Background: an optimization exercise with open tools, aiming at small area, a short achievable clock period and few clock cycles per item. Do not read the settings as production practice.
Function was checked by simulation only, so behaviour that the tests miss may differ from the original.

==> run a <==
Design div_avalon, start of the top module:
module div_avalon
	#(
		parameter W     = 32,
				  CBIT  = 6
	 )
	(
		input wire clk, reset,
		input wire [2:0] div_address,
		input wire div_chipselect,
		input wire div_write,
		input wire [W-1:0] div_writedata,
		output wire [W-1:0] div_readdata,
		output wire div_irq,
		output wire div_rdy
	);
	wire div_start, div_ready, set_done_trg, clr_done_trg;
	reg [W-1:0] dvnd_reg, dvsr_reg;
	reg [5:0] ca_reg, cd_reg;
	reg done_trg_reg;
	wire [W-1:0] quo, rmd;
	wire wr_en, wr_dvnd, wr_dvsr;
	reg [5:0] wclz;
	integer i;
	always @*
	begin
		wclz = 6'd32;
		for (i = 0; i < W; i = i + 1)
			if (div_writedata[i]) wclz = 6'd31 - i[5:0];
	end
	div #(.W(32)) d1
		 ( .clk(clk), .reset(reset), .str_trg(div_start), .dvsr(dvsr_reg), .dvnd(dvnd_reg),
		   .cd(cd_reg), .ca(ca_reg),
		   .ready(div_ready), .done_trg(set_done_trg), .quo(quo), .rmd(rmd));
	always @(posedge clk)
	begin
		if (wr_dvnd)
		begin
			dvnd_reg <= div_writedata;
			ca_reg <= wclz;
		end
		if (wr_dvsr)
		begin
			dvsr_reg <= div_writedata;
			cd_reg <= wclz;
		end
	end
	always @(posedge clk, posedge reset)
		if (reset)
			done_trg_reg <= 1'b0;
		else if (set_done_trg)
			done_trg_reg <= 1'b1;
		else if (clr_done_trg)
			done_trg_reg <= 1'b0;
	assign wr_en = div_write & div_chipselect;
	assign wr_dvnd = (div_address == 3'h0) & wr_en;
	assign wr_dvsr = (div_address == 3'h1) & wr_en;
	assign div_start = (div_address == 3'h2) & wr_en & div_ready;
	assign clr_done_trg = (div_address == 3'h6) & wr_en;
	assign div_readdata = (div_address == 3'h3) ? quo :
						  (div_address == 3'h4) ? rmd :
						  {31'b0, (div_address == 3'h5) ? div_ready : done_trg_reg};
	assign div_rdy = div_ready;
	assign div_irq = done_trg_reg;
endmodule
==> module div, before the edit <==
module div
	#(
		parameter W=32
	 )
	(
		input wire clk, reset, str_trg,
		input wire [W-1:0] dvsr, dvnd,
		input wire [5:0] cd, ca,
		output wire ready,
		output reg done_trg,
		output wire [W-1:0] quo, rmd
	);
	reg        busy_reg;
	reg [4:0]  n_reg;
	reg [W-1:0] r_reg, q_reg, d_reg;
	wire       dz = cd[5];
	wire [5:0] p  = cd - ca;
	wire       imm = dz | (ca > cd);
	wire [W-1:0] g0 = r_reg & ~d_reg;
	wire [W-1:0] p0 = r_reg ^ ~d_reg;
	reg [W-1:0] G, P, Gn, Pn;
	integer i, s;
	always @*
	begin
		G = g0; P = p0;
		G[0] = r_reg[0] | ~d_reg[0];
		P[0] = 1'b0;
		for (s = 1; s < W; s = s * 2)
		begin
			Gn = G; Pn = P;
			for (i = 0; i < W; i = i + 1)
				if (i & s)
				begin
					if (i == 1)
						Gn[i] = g0[1] | (p0[1] & g0[0]) | (p0[1] & p0[0]);
					else if (i == s)
						Gn[i] = g0[i] | (p0[i] & g0[i-1]) | (p0[i] & p0[i-1] & G[i-2]);
					else
						Gn[i] = G[i] | (P[i] & G[(i & ~(s-1)) - 1]);
					Pn[i] = P[i] & P[(i & ~(s-1)) - 1];
				end
			G = Gn; P = Pn;
		end
	end
	wire [W-1:0] diff = p0 ^ {G[W-2:0], 1'b1};
	wire       ge = G[W-1];
	wire       last = (n_reg == 0);
	always @(posedge clk, posedge reset)
		if (reset)
			busy_reg <= 1'b0;
		else if (str_trg)
			busy_reg <= ~imm;
		else if (last)
			busy_reg <= 1'b0;
	always @(posedge clk)
	begin
		if (str_trg)
		begin
			n_reg <= p[4:0];
			d_reg <= dvsr << p[4:0];
		end
		else
		begin
			n_reg <= n_reg - 1'b1;
			d_reg <= d_reg >> 1;
		end
		if (str_trg)
			r_reg <= dvnd;
		else if (busy_reg & ge)
			r_reg <= diff;
		if (str_trg)
			q_reg <= {W{dz}};
		else if (busy_reg)
			q_reg <= {q_reg[W-2:0], ge};
	end
	always @*
		done_trg = str_trg ? imm : (busy_reg & last);
	assign ready = ~busy_reg;
	assign quo = q_reg;
	assign rmd = r_reg;
endmodule
export LEC_CHECK = 0
export CAP_MARGIN = 20
export CORE_MARGIN = 2
export CORE_UTILIZATION = 60
export CTS_BUF_LIST = sky130_fd_sc_hd__clkbuf_4 sky130_fd_sc_hd__clkbuf_8
export SETUP_SLACK_MARGIN = 2.2
export SLEW_MARGIN = 20
create_clock -name core_clock -period 5.0 [get_ports {clk}]
standard.sh (not shown) runs the stock make flow with config.mk's settings and CLKGATE_MAP_FILE= SYNTH_SCRIPT=/design/flow/synth_recipe.tcl, a recipe that flattens the netlist after the stock synthesis.
==> flow/flow/run.sh <==
#!/bin/bash
# Standard layout, with the port buffers made from buf_2 cells instead of
# the slow delay-buffer cells buffer_ports picks on its own.
set -euo pipefail
export BUFFER_PORTS_ARGS="-buffer_cell sky130_fd_sc_hd__buf_2"
bash standard.sh > standard.log 2>&1
==> run b: changes against run a <==
--- a/flow/design.v
+++ b/flow/design.v
@@ -18,4 +18,2 @@
 	wire       imm = dz | (ca > cd);
-	wire [W-1:0] g0 = r_reg & ~d_reg;
-	wire [W-1:0] p0 = r_reg ^ ~d_reg;
 	reg [W-1:0] G, P, Gn, Pn;
@@ -24,4 +22,5 @@
 	begin
-		G = g0; P = p0;
-		G[0] = r_reg[0] | ~d_reg[0];
+		G = r_reg & ~d_reg;
+		P = r_reg ^ ~d_reg;
+		G[0] = G[0] | P[0];
 		P[0] = 1'b0;
@@ -33,8 +32,3 @@
 				begin
-					if (i == 1)
-						Gn[i] = g0[1] | (p0[1] & g0[0]) | (p0[1] & p0[0]);
-					else if (i == s)
-						Gn[i] = g0[i] | (p0[i] & g0[i-1]) | (p0[i] & p0[i-1] & G[i-2]);
-					else
-						Gn[i] = G[i] | (P[i] & G[(i & ~(s-1)) - 1]);
+					Gn[i] = G[i] | (P[i] & G[(i & ~(s-1)) - 1]);
 					Pn[i] = P[i] & P[(i & ~(s-1)) - 1];
@@ -44,3 +38,3 @@
 	end
-	wire [W-1:0] diff = p0 ^ {G[W-2:0], 1'b1};
+	wire [W-1:0] diff = r_reg ^ ~d_reg ^ {G[W-2:0], 1'b1};
 	wire       ge = G[W-1];
Settings changed: SETUP_SLACK_MARGIN 2.2 to 1.4.
==> run c: changes against run a <==
--- a/flow/design.v
+++ b/flow/design.v
@@ -18,4 +18,2 @@
 	wire       imm = dz | (ca > cd);
-	wire [W-1:0] g0 = r_reg & ~d_reg;
-	wire [W-1:0] p0 = r_reg ^ ~d_reg;
 	reg [W-1:0] G, P, Gn, Pn;
@@ -24,4 +22,5 @@
 	begin
-		G = g0; P = p0;
-		G[0] = r_reg[0] | ~d_reg[0];
+		G = r_reg & ~d_reg;
+		P = r_reg ^ ~d_reg;
+		G[0] = G[0] | P[0];
 		P[0] = 1'b0;
@@ -33,8 +32,3 @@
 				begin
-					if (i == 1)
-						Gn[i] = g0[1] | (p0[1] & g0[0]) | (p0[1] & p0[0]);
-					else if (i == s)
-						Gn[i] = g0[i] | (p0[i] & g0[i-1]) | (p0[i] & p0[i-1] & G[i-2]);
-					else
-						Gn[i] = G[i] | (P[i] & G[(i & ~(s-1)) - 1]);
+					Gn[i] = G[i] | (P[i] & G[(i & ~(s-1)) - 1]);
 					Pn[i] = P[i] & P[(i & ~(s-1)) - 1];
@@ -44,3 +38,3 @@
 	end
-	wire [W-1:0] diff = p0 ^ {G[W-2:0], 1'b1};
+	wire [W-1:0] diff = r_reg ^ ~d_reg ^ {G[W-2:0], 1'b1};
 	wire       ge = G[W-1];
==> flow/run.sh (new file) <==
#!/bin/bash
# synth_recipe.tcl (not shown) runs the flow's synth.tcl, then flattens the netlist and writes it again
# the make line also repeats each setting of config.mk as NAME=value (left out here)
make -C /OpenROAD-flow-scripts/flow DESIGN_CONFIG=/design/flow/config.mk WORK_HOME=/design/flow/orfs CLKGATE_MAP_FILE= SYNTH_SCRIPT=/design/flow/synth_recipe.tcl finish
Settings changed: CORE_UTILIZATION 60 to 40, CTS_BUF_LIST sky130_fd_sc_hd__clkbuf_4 sky130_fd_sc_hd__clkbuf_8 to default, SETUP_SLACK_MARGIN 2.2 to 1.8.
removed: flow/flow/run.sh
removed: flow/standard.sh
==> flow_summary.yaml <==
critical_path:
  crit_cells: 10
  crit_slowest_cell: "fa_4"
die:
  die_h_um: 132
  die_area_um2: 17500
  die_w_um: 132
grt:
  use_met3: 0.0496
synthesis:
  synth_fa_ha_area_frac: 0.0668
  avgSynthCellArea_um2: 10.9
worst_hold_path:
  hold_class: "input port to asynchronous set/reset pin"
status:
  run_status: "no timing/DRC/antenna violations"
power_and_ir_drop:
  p_clk_w: 0.000968
  comb_power_share: 0.196
  comb_power_w: 0.000660
  p_leak_nw: 4.37
clock_network:
  ctsResizeCount: 1
detailed_routing:
  vias: 7241
cells_and_area:
  synthToLayoutAreaGrowth_pct: 10.4
(the above is from run b)
==> flow_summary.yaml <==
status:
  run_status: "no timing/DRC/antenna violations"
worst_hold_path:
  hold_class: "flip-flop to flip-flop"
synthesis:
  avgSynthCellArea_um2: 10.9
  synthesis.area_um2: 9850
cells_and_area:
  multi_input_gates: 609
  synthToLayoutAreaGrowth_pct: 21.6
  largest_class: "sequential cells"
critical_path:
  crit_cells: 13
  crit_slowest_cell: "a311o_2"
  cp_max_fo: 6
power_and_ir_drop:
  power_density_nw_per_um2: 319
  p_leak_nw: 4.71
  p_clk_w: 0.00134
  comb_power_w: 0.000737
detailed_routing:
  vias: 7123
die:
  die_h_um: 161
  die_area_um2: 25900
  die_w_um: 161
(the above is from run c)
==> flow_summary.yaml <==
status:
  run_status: "no timing/DRC/antenna violations"
detailed_routing:
  vias: 7710
die:
  die_area_um2: 17700
  die_w_um: 133
  die_h_um: 133
power_and_ir_drop:
  comb_power_w: 0.000916
  p_leak_nw: 4.70
clock_network:
  ctsResizeCount: 83
cells_and_area:
  synthToLayoutAreaGrowth_pct: 20.2
(the above is from run a)
Testbench counts of run a, summed over its fixed seeds: cycles 24,255, items 2,048.
Testbench counts of run b, summed over its fixed seeds: cycles 24,255, items 2,048.
Testbench counts of run c, summed over its fixed seeds: cycles 24,255, items 2,048.

what the ideal ports hide:
In the flow no input, the clock included, has a driving cell. The finished layouts below were timed again as built, in two steps.
Step 1 (the two cells are an assumption about what drives the block):
set clk [get_ports {clk}]
set_driving_cell -lib_cell sky130_fd_sc_hd__clkbuf_16 $clk
set_driving_cell -lib_cell sky130_fd_sc_hd__buf_2 [delete_from_list [all_inputs] $clk]
Step 2 also shifts input and output timing later by t, the mid clock arrival at the registers, as if the neighbouring blocks saw the same clock.
Three values: no drivers, after step 1, after step 2; two values: the first two.
run | t, ns | slack for setup (ns) | worst setup path at the end
run a | 0.510 | 1.926 / 1.926 / 1.786 | input to register
run b | 0.499 | 1.514 / 1.514 / 1.514 | register to register
run c | 0.476 | 1.684 / 1.684 / 1.531 | input to register
After both steps setup and hold are still met in every run listed. The setup slack of run c, which loses most, moves by 0.000 ns with the drivers and by -0.153 ns with both steps.
